Background: an optimization exercise with open tools, aiming at small area. Do not read the settings as production practice.
In this exercise RTL edits were held to simulation tests only and were not proved equivalent to the original.
Power is estimated from default activity; no workload was simulated.

==> wip/harbor <==
Design foosball_renderer, start of the top module:
module foosball_renderer (
	input  logic        clk,
	input  logic        resetN,
	input  logic [10:0] pixel_x,         
	input  logic [10:0] pixel_y,         
	input  logic [10:0] p1_y,            
	input  logic [10:0] p2_y,            
	input  logic        p1_lie,          
	input  logic        p2_lie,          
	input  logic [10:0] ball1_x,
	input  logic [10:0] ball1_y,
	input  logic [10:0] ball2_x,
	input  logic [10:0] ball2_y,
	input  logic        double_ball_ena,
	input  logic        goal_ena,
	input  logic        game_over_ena,
	output logic [7:0]  vga_r,
	output logic [7:0]  vga_g,
	output logic [7:0]  vga_b,
	output logic        collision1,
	output logic        doubleball1,
	output logic        goal_left1,
	output logic        goal_right1,
	output logic        x_dir1,
	output logic        y_dir1,
	output logic        collision2,
	output logic        doubleball2,
	output logic        goal_left2,
	output logic        goal_right2,
	output logic        x_dir2,
	output logic        y_dir2
);
	wire [9:0] x = pixel_x[9:0];
	wire [8:0] y = pixel_y[8:0];
	wire st_in = (x[9:7] == 3'b010) & (y[8] ^ y[7]);
	wire goal_m, go_m;
	static_rom u_static (.a({y[8], y[6:0], x[6:0]}), .goal(goal_m), .go(go_m));
	wire goal_req = st_in & goal_m & goal_ena;
	wire go_req   = st_in & go_m & game_over_ena;
	wire [7:0] bck_rgb;
	back_ground_draw u_bck (.x(x), .y(y),  .rgb(bck_rgb));
	wire p1_req, p2_req, xd1, xd2;
	wire [7:0] p_rgb;
	player_object u_players (.x(x), .y(y), .p1_y(p1_y[8:0]), .p2_y(p2_y[8:0]),
		.lie1(p1_lie), .lie2(p2_lie),
		.p1_req(p1_req), .p2_req(p2_req), .rgb(p_rgb), .xdir1(xd1), .xdir2(xd2));
  ...
Settings: LEC_CHECK=0, ABC_AREA=1, CAP_MARGIN=20, CORE_MARGIN=2, CORE_UTILIZATION=25, GPL_TIMING_DRIVEN=0, PLACE_DENSITY=0.35, SLEW_MARGIN=20, SYNTH_MEMORY_MAX_BITS=32768; clock period 20.0 ns.
standard.sh (not shown) runs the stock make flow with config.mk's settings and CLKGATE_MAP_FILE= SYNTH_SCRIPT=/design/flow/synth_recipe.tcl, a recipe that flattens the netlist after the stock synthesis.
==> flow/flow/run.sh <==
#!/bin/bash
# Own layout flow: the standard ORFS flow (standard.sh) with two changes
# in synthesis only:
#  - ABC maps the logic with flow/area.abc (area-oriented &nf mapping with
#    mfs2 resynthesis) instead of ORFS's abc_area.script;
#  - no full/half-adder extraction (ADDER_MAP_FILE empty), so adders are
#    mapped by ABC like the rest of the logic.
# Registers, their names and cell types come from the same Yosys steps as the
# standard synthesis. Everything after synthesis is the standard flow.
set -euo pipefail
W=$(pwd)

# ORFS synth.tcl, with the abc call pointed at our script
sed 's#log_cmd abc {\*}\$abc_args#log_cmd abc {*}[lreplace $abc_args 1 1 '"$W"'/flow/area.abc]#' \
	"$FLOW_HOME/scripts/synth.tcl" > "$W/own_synth.tcl"
grep -q "flow/area.abc" "$W/own_synth.tcl"

# The standard flow's synthesis wrapper, sourcing that synth.tcl
sed 's#source \$::env(SCRIPTS_DIR)/synth.tcl#source '"$W"'/own_synth.tcl#' synth_recipe.tcl > "$W/own_synth_recipe.tcl"
grep -q "own_synth.tcl" "$W/own_synth_recipe.tcl"

# standard.sh with that synthesis script and no adder extraction
sed 's#SYNTH_SCRIPT=[^ ]*#SYNTH_SCRIPT='"$W"'/own_synth_recipe.tcl ADDER_MAP_FILE=#' standard.sh > "$W/own_standard.sh"
grep -q "own_synth_recipe.tcl ADDER_MAP_FILE=" "$W/own_standard.sh"

# ORFS writes each step's log under orfs/logs/; make's own output goes here
bash "$W/own_standard.sh" > "$W/own_standard.log" 2>&1
==> flow/flow/area.abc <==
strash
&get -n
&dch -f
&nf -R 1000
&put
mfs2
strash
&get -n
&dch -f
&nf -R 1000
&put
mfs2
strash
&get -n
&dch -f
&nf -R 1000
&put
mfs2
strash
&get -n
&dch -f
&nf -R 1000
&put
mfs2
strash
&get -n
&dch -f
&nf -R 1000
&put
==> wip/zinc (differences from wip/harbor) <==
--- a/flow/flow/run.sh
+++ b/flow/flow/run.sh
@@ -19,8 +19,11 @@
 sed 's#source \$::env(SCRIPTS_DIR)/synth.tcl#source '"$W"'/own_synth.tcl#' synth_recipe.tcl > "$W/own_synth_recipe.tcl"
 grep -q "own_synth.tcl" "$W/own_synth_recipe.tcl"
 
-# standard.sh with that synthesis script and no adder extraction
-sed 's#SYNTH_SCRIPT=[^ ]*#SYNTH_SCRIPT='"$W"'/own_synth_recipe.tcl ADDER_MAP_FILE=#' standard.sh > "$W/own_standard.sh"
+# standard.sh with that synthesis script, no adder extraction and the extra
+# make variables in flow/make_vars (one NAME=VALUE per line)
+EXTRA="ADDER_MAP_FILE="
+if [[ -f flow/make_vars ]]; then EXTRA="$EXTRA $(grep -v '^#' flow/make_vars | tr '\n' ' ')"; fi
+sed 's#SYNTH_SCRIPT=[^ ]*#SYNTH_SCRIPT='"$W"'/own_synth_recipe.tcl '"$EXTRA"'#' standard.sh > "$W/own_standard.sh"
 grep -q "own_synth_recipe.tcl ADDER_MAP_FILE=" "$W/own_standard.sh"
 
 # ORFS writes each step's log under orfs/logs/; make's own output goes here
==> flow/flow/area.abc (replaced) <==
strash
&get -n
&deepsyn -T 300
&put
strash
&get -n
&dch -f
&nf -R 1000
&put
mfs2
strash
&get -n
&dch -f
&nf -R 1000
&put
mfs2
strash
&get -n
&dch -f
&nf -R 1000
&put
==> flow/flow/make_vars (new file) <==
RECOVER_POWER=100
==> notes.md <==
wip/zinc produced a layout that fails on max-capacitance violations, max-slew violations. wip/harbor ran to the end with no violations. Of wip/harbor and wip/zinc, wip/zinc has the higher clock-buffer cell count (gap 1). In wip/zinc the worst hold slack is worse than in wip/harbor, by 0.0011 ns. Of wip/harbor and wip/zinc, wip/harbor has the higher worst setup slack (gap 1.3 ns). Against wip/harbor, the synthesized cell count of wip/zinc is smaller by about 3.2%.

========
==> trial 13 <==
Another version of the RTL of foosball_renderer (not shown whole).
==> module ring_rom, before the edit <==
module ring_rom (
	input wire [9:0] a,
	output wire r
);
wire n0 = a[9] ? 1'b1 : 1'b0;
wire n1 = a[8] ? n0 : 1'b0;
wire n2 = a[7] ? 1'b0 : n1;
wire n3 = a[6] ? n2 : 1'b0;
wire n4 = a[0] ? 1'b0 : n0;
wire n5 = a[8] ? n4 : 1'b0;
wire n6 = a[7] ? 1'b0 : n5;
wire n7 = a[6] ? n6 : n2;
wire n8 = a[6] ? 1'b0 : n2;
wire n9 = a[1] ? n8 : n7;
wire n10 = a[5] ? n9 : n3;
wire n11 = a[0] ? n0 : 1'b0;
wire n12 = a[8] ? n11 : 1'b0;
wire n13 = a[7] ? 1'b0 : n12;
wire n14 = a[6] ? n2 : n13;
wire n15 = a[1] ? n14 : n3;
wire n16 = a[5] ? n8 : n15;
wire n17 = a[2] ? n16 : n10;
wire n18 = a[8] ? 1'b0 : n0;
wire n19 = a[7] ? n18 : 1'b0;
wire n20 = a[6] ? 1'b0 : n19;
wire n21 = a[8] ? 1'b0 : n4;
wire n22 = a[7] ? n21 : 1'b0;
wire n23 = a[7] ? 1'b0 : n18;
wire n24 = a[6] ? n23 : n22;
wire n25 = a[1] ? n24 : n20;
wire n26 = a[8] ? 1'b0 : n11;
wire n27 = a[7] ? 1'b0 : n26;
wire n28 = a[6] ? n27 : n22;
wire n29 = a[6] ? n23 : n27;
wire n30 = a[1] ? n29 : n28;
wire n31 = a[5] ? n30 : n25;
wire n32 = a[9] ? 1'b0 : 1'b1;
wire n33 = a[0] ? n32 : 1'b0;
wire n34 = a[8] ? n33 : 1'b0;
wire n35 = a[7] ? n34 : n21;
wire n36 = a[6] ? n35 : n23;
wire n37 = a[8] ? n32 : 1'b0;
wire n38 = a[7] ? n37 : 1'b0;
wire n39 = a[7] ? n37 : n34;
wire n40 = a[6] ? n39 : n38;
wire n41 = a[1] ? n40 : n36;
wire n42 = a[7] ? 1'b0 : n21;
wire n43 = a[6] ? n38 : n42;
wire n44 = a[0] ? 1'b0 : n32;
wire n45 = a[8] ? n44 : 1'b0;
wire n46 = a[7] ? n45 : n34;
wire n47 = a[6] ? n46 : n38;
wire n48 = a[1] ? n47 : n43;
wire n49 = a[5] ? n48 : n41;
wire n50 = a[2] ? n49 : n31;
wire n51 = a[4] ? n50 : n17;
wire n52 = a[6] ? n19 : n6;
wire n53 = a[1] ? n52 : n8;
wire n54 = a[5] ? n53 : n8;
wire n55 = a[7] ? n26 : 1'b0;
wire n56 = a[6] ? n19 : n55;
wire n57 = a[1] ? n56 : n52;
wire n58 = a[6] ? n19 : 1'b0;
wire n59 = a[6] ? n22 : n19;
wire n60 = a[1] ? n59 : n58;
wire n61 = a[5] ? n60 : n57;
wire n62 = a[2] ? n61 : n54;
wire n63 = a[8] ? n32 : n33;
wire n64 = a[8] ? n44 : n33;
wire n65 = a[7] ? n64 : n63;
wire n66 = a[8] ? 1'b0 : n33;
wire n67 = a[7] ? n66 : n63;
wire n68 = a[6] ? n67 : n65;
wire n69 = a[8] ? 1'b0 : n32;
wire n70 = a[8] ? 1'b0 : n44;
wire n71 = a[7] ? n70 : n69;
wire n72 = a[6] ? n70 : n71;
wire n73 = a[1] ? n72 : n68;
wire n74 = a[7] ? n69 : n64;
wire n75 = a[6] ? n74 : n67;
wire n76 = a[1] ? n70 : n75;
wire n77 = a[5] ? n76 : n73;
wire n78 = a[2] ? 1'b0 : n77;
wire n79 = a[4] ? n78 : n62;
wire n80 = a[3] ? n79 : n51;
assign r = n80;
endmodule
==> module player_object, before the edit <==
module player_object (
	input  logic [9:0] x,
	input  logic [8:0] y,
	input  logic [8:0] p1_y,
	input  logic [8:0] p2_y,
	input  logic       lie1,
	input  logic       lie2,
	output logic       p1_req,
	output logic       p2_req,
	output logic [7:0] rgb,
	output logic       xdir1,      
	output logic       xdir2
);
	wire r1 = (x >= 10'd20)  & (x < 10'd80);
	wire r2 = (x >= 10'd120) & (x < 10'd180);
	wire r3 = (x >= 10'd340) & (x < 10'd400);
	wire r4 = (x >= 10'd559) & (x < 10'd619);
	wire r5 = (x >= 10'd459) & (x < 10'd519);
	wire r6 = (x >= 10'd239) & (x < 10'd299);
	wire psel = r4 | r5 | r6;
	wire lie  = psel ? lie2 : lie1;
	logic [5:0] start;
	always_comb begin
		case (1'b1)
			r1: start = 6'd20;
			r2: start = 6'd56;
			r3: start = 6'd20;
			r4: start = 6'd47;
			r5: start = 6'd11;
			default: start = 6'd47;
		endcase
	end
	wire [5:0] u = x[5:0] - start - (lie ? 6'd0 : 6'd15);
	wire inx = lie | (u < 6'd30);
	wire dx1 = (r1 | r2 | r3) & inx;
	wire dx2 = psel & inx;
	wire [5:0] col = lie ? u : {u[4:0], 1'b0};
	wire [9:0] d1 = {1'b0, y} - {1'b0, p1_y};    
	wire [9:0] d2 = {1'b0, y} - {1'b0, p2_y};
	wire [9:0] d  = psel ? d2 : d1;
	wire dxs   = psel ? dx2 : dx1;
	wire two   = (r2 | r5) & dxs;
	wire three = (r3 | r6) & dxs;
	logic [9:0] s;                                 
	always_comb begin
		if (two)                 s = d[9] ? 10'd924 : 10'd100;    
		else if (three & d[9])   s = 10'd894;                     
		else if (three & d[7])   s = 10'd130;
		else                     s = 10'd0;
	end
	wire [9:0] v = d - s;
	wire iny = (v < 10'd20);
	wire [4:0] row = v[4:0];
	wire up = iny & (row > 5'd6);
	wire o1 = (d1 >= 10'd7) & (d1 < 10'd20);
	wire o2 = (d2 >= 10'd7) & (d2 < 10'd20);
	assign xdir1 = psel ? o1 : up;
	assign xdir2 = psel ? up : o2;
	wire m;
	player_rom u_rom (.a({psel, row, col}), .m(m), .c(rgb));
	assign p1_req = dx1 & iny & m;
	assign p2_req = dx2 & iny & m;
endmodule
clock: 20.0 ns
lec_check: 0
abc_area: 1
cap_margin: 20
core_margin: 2
core_utilization: 25
cts_buf_list: sky130_fd_sc_hd__clkbuf_2 sky130_fd_sc_hd__clkbuf_4 sky130_fd_sc_hd__clkbuf_8
cts_cluster_size: 40
place_density: 0.35
slew_margin: 20
synth_memory_max_bits: 32768
==> flow/flow/run.sh <==
#!/bin/bash
# Own layout flow: the standard ORFS flow (standard.sh) with two changes
# in synthesis only:
#  - ABC maps the logic with flow/area.abc (area-oriented &nf mapping with
#    mfs2 resynthesis) instead of ORFS's abc_area.script;
#  - no full/half-adder extraction (ADDER_MAP_FILE empty), so adders are
#    mapped by ABC like the rest of the logic.
# Registers, their names and cell types come from the same Yosys steps as the
# standard synthesis. Everything after synthesis is the standard flow.
set -euo pipefail
W=$(pwd)

# ORFS synth.tcl, with the abc call pointed at our script
sed 's#log_cmd abc {\*}\$abc_args#log_cmd abc {*}[lreplace $abc_args 1 1 '"$W"'/flow/area.abc]#' \
	"$FLOW_HOME/scripts/synth.tcl" > "$W/own_synth.tcl"
grep -q "flow/area.abc" "$W/own_synth.tcl"

# The standard flow's synthesis wrapper, sourcing that synth.tcl
sed 's#source \$::env(SCRIPTS_DIR)/synth.tcl#source '"$W"'/own_synth.tcl#' synth_recipe.tcl > "$W/own_synth_recipe.tcl"
grep -q "own_synth.tcl" "$W/own_synth_recipe.tcl"

# standard.sh with that synthesis script, no adder extraction and the extra
# make variables in flow/make_vars (one NAME=VALUE per line)
EXTRA="ADDER_MAP_FILE="
if [[ -f flow/make_vars ]]; then EXTRA="$EXTRA $(grep -v '^#' flow/make_vars | tr '\n' ' ')"; fi
sed 's#SYNTH_SCRIPT=[^ ]*#SYNTH_SCRIPT='"$W"'/own_synth_recipe.tcl '"$EXTRA"'#' standard.sh > "$W/own_standard.sh"
grep -q "own_synth_recipe.tcl ADDER_MAP_FILE=" "$W/own_standard.sh"

# ORFS writes each step's log under orfs/logs/; make's own output goes here
bash "$W/own_standard.sh" > "$W/own_standard.log" 2>&1
==> flow/flow/area.abc <==
strash
&get -n
&deepsyn -T 300
&put
strash
&get -n
&dch -f
&nf -R 1000
&put
mfs2
strash
&get -n
&dch -f
&nf -R 1000
&put
mfs2
strash
&get -n
&dch -f
&nf -R 1000
&put
mfs2
strash
&get -n
&dch -f
&nf -R 1000
&put
mfs2
strash
&get -n
&deepsyn -T 300
&put
strash
&get -n
&dch -f
&nf -R 1000
&put
mfs2
strash
&get -n
&dch -f
&nf -R 1000
&put
mfs2
strash
&get -n
&deepsyn -T 300
&put
strash
&get -n
&dch -f
&nf -R 1000
&put
mfs2
strash
&get -n
&dch -f
&nf -R 1000
&put
mfs2
strash
&get -n
&dch -f
&nf -R 1000
&put
==> inputs of trial 54, as changes to trial 13 <==
--- a/flow/design.v
+++ b/flow/design.v
@@ -29,84 +29,73 @@
 wire n1 = a[8] ? n0 : 1'b0;
 wire n2 = a[7] ? 1'b0 : n1;
 wire n3 = a[6] ? n2 : 1'b0;
-wire n4 = a[0] ? 1'b0 : n0;
-wire n5 = a[8] ? n4 : 1'b0;
-wire n6 = a[7] ? 1'b0 : n5;
-wire n7 = a[6] ? n6 : n2;
-wire n8 = a[6] ? 1'b0 : n2;
-wire n9 = a[1] ? n8 : n7;
-wire n10 = a[5] ? n9 : n3;
-wire n11 = a[0] ? n0 : 1'b0;
-wire n12 = a[8] ? n11 : 1'b0;
-wire n13 = a[7] ? 1'b0 : n12;
-wire n14 = a[6] ? n2 : n13;
-wire n15 = a[1] ? n14 : n3;
-wire n16 = a[5] ? n8 : n15;
-wire n17 = a[2] ? n16 : n10;
-wire n18 = a[8] ? 1'b0 : n0;
-wire n19 = a[7] ? n18 : 1'b0;
-wire n20 = a[6] ? 1'b0 : n19;
-wire n21 = a[8] ? 1'b0 : n4;
-wire n22 = a[7] ? n21 : 1'b0;
-wire n23 = a[7] ? 1'b0 : n18;
-wire n24 = a[6] ? n23 : n22;
-wire n25 = a[1] ? n24 : n20;
-wire n26 = a[8] ? 1'b0 : n11;
-wire n27 = a[7] ? 1'b0 : n26;
-wire n28 = a[6] ? n27 : n22;
-wire n29 = a[6] ? n23 : n27;
-wire n30 = a[1] ? n29 : n28;
-wire n31 = a[5] ? n30 : n25;
-wire n32 = a[9] ? 1'b0 : 1'b1;
-wire n33 = a[0] ? n32 : 1'b0;
-wire n34 = a[8] ? n33 : 1'b0;
-wire n35 = a[7] ? n34 : n21;
-wire n36 = a[6] ? n35 : n23;
-wire n37 = a[8] ? n32 : 1'b0;
+wire n4 = a[6] ? 1'b0 : n2;
+wire n5 = a[0] ? n4 : n2;
+wire n6 = a[1] ? n4 : n5;
+wire n7 = a[5] ? n6 : n3;
+wire n8 = a[0] ? n2 : n3;
+wire n9 = a[1] ? n8 : n3;
+wire n10 = a[5] ? n4 : n9;
+wire n11 = a[2] ? n10 : n7;
+wire n12 = a[8] ? 1'b0 : n0;
+wire n13 = a[7] ? n12 : 1'b0;
+wire n14 = a[6] ? n13 : n2;
+wire n15 = a[6] ? n13 : 1'b0;
+wire n16 = a[0] ? n15 : n14;
+wire n17 = a[1] ? n16 : n4;
+wire n18 = a[5] ? n17 : n4;
+wire n19 = a[0] ? n13 : n15;
+wire n20 = a[1] ? n19 : n16;
+wire n21 = a[6] ? 1'b0 : n13;
+wire n22 = a[0] ? n21 : n13;
+wire n23 = a[1] ? n22 : n15;
+wire n24 = a[5] ? n23 : n20;
+wire n25 = a[2] ? n24 : n18;
+wire n26 = a[3] ? n25 : n11;
+wire n27 = a[7] ? 1'b0 : n12;
+wire n28 = a[6] ? n27 : n13;
+wire n29 = a[6] ? n27 : 1'b0;
+wire n30 = a[0] ? n29 : n28;
+wire n31 = a[1] ? n30 : n21;
+wire n32 = a[0] ? n29 : n21;
+wire n33 = a[0] ? n27 : n29;
+wire n34 = a[1] ? n33 : n32;
+wire n35 = a[5] ? n34 : n31;
+wire n36 = a[9] ? 1'b0 : 1'b1;
+wire n37 = a[8] ? n36 : 1'b0;
 wire n38 = a[7] ? n37 : 1'b0;
-wire n39 = a[7] ? n37 : n34;
-wire n40 = a[6] ? n39 : n38;
-wire n41 = a[1] ? n40 : n36;
-wire n42 = a[7] ? 1'b0 : n21;
-wire n43 = a[6] ? n38 : n42;
-wire n44 = a[0] ? 1'b0 : n32;
-wire n45 = a[8] ? n44 : 1'b0;
-wire n46 = a[7] ? n45 : n34;
+wire n39 = a[6] ? n38 : n27;
+wire n40 = a[0] ? n39 : n27;
+wire n41 = a[6] ? n37 : n38;
+wire n42 = a[0] ? n41 : n38;
+wire n43 = a[1] ? n42 : n40;
+wire n44 = a[6] ? n38 : 1'b0;
+wire n45 = a[0] ? n44 : n39;
+wire n46 = a[7] ? 1'b0 : n37;
 wire n47 = a[6] ? n46 : n38;
-wire n48 = a[1] ? n47 : n43;
-wire n49 = a[5] ? n48 : n41;
-wire n50 = a[2] ? n49 : n31;
-wire n51 = a[4] ? n50 : n17;
-wire n52 = a[6] ? n19 : n6;
-wire n53 = a[1] ? n52 : n8;
-wire n54 = a[5] ? n53 : n8;
-wire n55 = a[7] ? n26 : 1'b0;
-wire n56 = a[6] ? n19 : n55;
-wire n57 = a[1] ? n56 : n52;
-wire n58 = a[6] ? n19 : 1'b0;
-wire n59 = a[6] ? n22 : n19;
-wire n60 = a[1] ? n59 : n58;
-wire n61 = a[5] ? n60 : n57;
-wire n62 = a[2] ? n61 : n54;
-wire n63 = a[8] ? n32 : n33;
-wire n64 = a[8] ? n44 : n33;
-wire n65 = a[7] ? n64 : n63;
-wire n66 = a[8] ? 1'b0 : n33;
-wire n67 = a[7] ? n66 : n63;
-wire n68 = a[6] ? n67 : n65;
-wire n69 = a[8] ? 1'b0 : n32;
-wire n70 = a[8] ? 1'b0 : n44;
-wire n71 = a[7] ? n70 : n69;
-wire n72 = a[6] ? n70 : n71;
-wire n73 = a[1] ? n72 : n68;
-wire n74 = a[7] ? n69 : n64;
-wire n75 = a[6] ? n74 : n67;
-wire n76 = a[1] ? n70 : n75;
-wire n77 = a[5] ? n76 : n73;
-wire n78 = a[2] ? 1'b0 : n77;
-wire n79 = a[4] ? n78 : n62;
-wire n80 = a[3] ? n79 : n51;
-assign r = n80;
+wire n48 = a[0] ? n47 : n38;
+wire n49 = a[1] ? n48 : n45;
+wire n50 = a[5] ? n49 : n43;
+wire n51 = a[2] ? n50 : n35;
+wire n52 = a[6] ? n46 : n37;
+wire n53 = a[8] ? 1'b0 : n36;
+wire n54 = a[7] ? n53 : n36;
+wire n55 = a[0] ? n54 : n52;
+wire n56 = a[7] ? 1'b0 : n53;
+wire n57 = a[6] ? 1'b0 : n56;
+wire n58 = a[0] ? n57 : n53;
+wire n59 = a[1] ? n58 : n55;
+wire n60 = a[7] ? n53 : n37;
+wire n61 = a[6] ? n60 : n46;
+wire n62 = a[6] ? n53 : n54;
+wire n63 = a[0] ? n62 : n61;
+wire n64 = a[0] ? 1'b0 : n53;
+wire n65 = a[1] ? n64 : n63;
+wire n66 = a[5] ? n65 : n59;
+wire n67 = a[2] ? 1'b0 : n66;
+wire n68 = a[3] ? n67 : n51;
+wire n69 = a[4] ? n68 : n26;
+assign r = n69;
 endmodule
 module player_object (
 	input  logic [9:0] x,
@@ -145,13 +134,27 @@
 	wire dx1 = (r1 | r2 | r3) & inx;
 	wire dx2 = psel & inx;
 	wire [5:0] col = lie ? u : {u[4:0], 1'b0};
-	wire [9:0] d1 = {1'b0, y} - {1'b0, p1_y};    
-	wire [9:0] d2 = {1'b0, y} - {1'b0, p2_y};
-	wire [9:0] d  = psel ? d2 : d1;
-	wire dxs   = psel ? dx2 : dx1;
-	wire two   = (r2 | r5) & dxs;
-	wire three = (r3 | r6) & dxs;
-	logic [9:0] s;                                 
+	wire dy1, dy2;
+	wire [4:0] row1, row2;
+	player_rows u_rows1 (.y(y), .py(p1_y), .two(r2 & dx1), .three(r3 & dx1), .in(dy1), .row(row1));
+	player_rows u_rows2 (.y(y), .py(p2_y), .two(r5 & dx2), .three(r6 & dx2), .in(dy2), .row(row2));
+	assign xdir1 = dy1 & (row1 > 5'd6);
+	assign xdir2 = dy2 & (row2 > 5'd6);
+	wire m;
+	player_rom u_rom (.a({psel, psel ? row2 : row1, col}), .m(m), .c(rgb));
+	assign p1_req = dx1 & dy1 & m;
+	assign p2_req = dx2 & dy2 & m;
+endmodule
+module player_rows (
+	input  logic [8:0] y,
+	input  logic [8:0] py,
+	input  logic       two,
+	input  logic       three,
+	output logic       in,
+	output logic [4:0] row
+);
+	wire [9:0] d = {1'b0, y} - {1'b0, py};
+	logic [9:0] s;
 	always_comb begin
 		if (two)                 s = d[9] ? 10'd924 : 10'd100;    
 		else if (three & d[9])   s = 10'd894;                     
@@ -159,17 +162,8 @@
 		else                     s = 10'd0;
 	end
 	wire [9:0] v = d - s;
-	wire iny = (v < 10'd20);
-	wire [4:0] row = v[4:0];
-	wire up = iny & (row > 5'd6);
-	wire o1 = (d1 >= 10'd7) & (d1 < 10'd20);
-	wire o2 = (d2 >= 10'd7) & (d2 < 10'd20);
-	assign xdir1 = psel ? o1 : up;
-	assign xdir2 = psel ? up : o2;
-	wire m;
-	player_rom u_rom (.a({psel, row, col}), .m(m), .c(rgb));
-	assign p1_req = dx1 & iny & m;
-	assign p2_req = dx2 & iny & m;
+	assign in  = (v < 10'd20);
+	assign row = v[4:0];
 endmodule
 module player_rom (
 	input wire [11:0] a,
==> flow/flow/area.abc (replaced) <==
strash
&get -n
&deepsyn -T 300
&put
strash
&get -n
&dch -f
&nf -R 1000
&put
mfs2
strash
&get -n
&dch -f
&nf -R 1000
&put
mfs2
strash
&get -n
&dch -f
&nf -R 1000
&put
- CAP_MARGIN: 20 -> 10
- CTS_BUF_LIST: sky130_fd_sc_hd__clkbuf_2 sky130_fd_sc_hd__clkbuf_4 sky130_fd_sc_hd__clkbuf_8 -> default
- CTS_CLUSTER_SIZE: 40 -> default
- GPL_TIMING_DRIVEN: default -> 0
- SLEW_MARGIN: 20 -> 10
==> inputs of build 95, as changes to trial 13 <==
==> flow/flow/area.abc (replaced) <==
strash
&get -n
&deepsyn -T 300
&put
strash
&get -n
&dch -f
&nf -R 1000
&put
mfs2
strash
&get -n
&dch -f
&nf -R 1000
&put
mfs2
strash
&get -n
&dch -f
&nf -R 1000
&put
==> flow/flow/make_vars (new file) <==
'BUFFER_PORTS_ARGS=-buffer_cell sky130_fd_sc_hd__buf_1'
==> qor summary <==
quantity                                                                  trial 13                 build 95                       trial 54
Result of the run                                          complete, no violations  complete, no violations       finished with violations
Reasons for failing layout checks                                                -                        -  capacitance limit, slew limit
Part of the total power dissipated in combinational logic                    0.938                    0.932                          0.924
Routed length on met2                                                     84400 um                 85400 um                       76400 um
Top achievable clock speed                                                71.0 MHz                 67.0 MHz                       54.5 MHz
Initial DRC count                                                             7859                     7437                           8514
Largest net degree at the start of global routing                               86                       97                            117
Signal buffers share of area                                                 0.118                   0.0926                          0.107
Via count                                                                    37419                    38345                          37346
Met1 Usage GRT                                                               0.585                    0.591                          0.604
Final design area excluding fillers                                    0.0239 mm^2              0.0241 mm^2                    0.0246 mm^2
Multi-input comb cells                                                        3376                     3521                           3514
Largest fanout on the critical path                                             36                       32                             24
Max stage delay cell, worst path                           sky130_fd_sc_hd__nor2_1  sky130_fd_sc_hd__nor2_1        sky130_fd_sc_hd__nor2_4
Tapcell count                                                                 1040                     1060                           1050
Clock share of power                                                         0.024                    0.030                          0.038

[re-timing with driven ports]
The flow's constraints put no driver on any port. The routed layouts listed below were extracted and timed again, unchanged, in two steps.
Step 1 (the two cells are an assumption about what drives the block):
set clk [get_ports {clk}]
set_driving_cell -lib_cell sky130_fd_sc_hd__clkbuf_16 $clk
set_driving_cell -lib_cell sky130_fd_sc_hd__buf_2 [delete_from_list [all_inputs] $clk]
Step 2 moves the port delays by t, midway between the first and last clock arrival at a register: inputs arrive t later, outputs are due t later. That takes back most of the time a late clock gives input paths.
a / b / c = ideal ports / drivers / drivers and shift; a / b = the first two.
run	shift t [ns]	setup WS [ns]	worst setup path after step 2	worst register clock-pin slew, ns	pins driven straight from the clock port
wip/harbor	0.307	2.327 / 2.336 / 2.029	input to register	0.06 / 0.06	1
wip/zinc	0.306	1.065 / 1.064 / 0.758	input to register	0.05 / 0.05	1
trial 13	0.315	5.911 / 5.922 / 5.607	input to register	0.08 / 0.08	1
trial 54	0.302	1.663 / 1.669 / 1.367	input to register	0.05 / 0.05	1
build 95	0.308	5.067 / 5.076 / 4.768	input to register	0.07 / 0.07	1
The setup slack of wip/zinc, which loses most, moves by -0.001 ns with the drivers and by -0.307 ns with both steps.
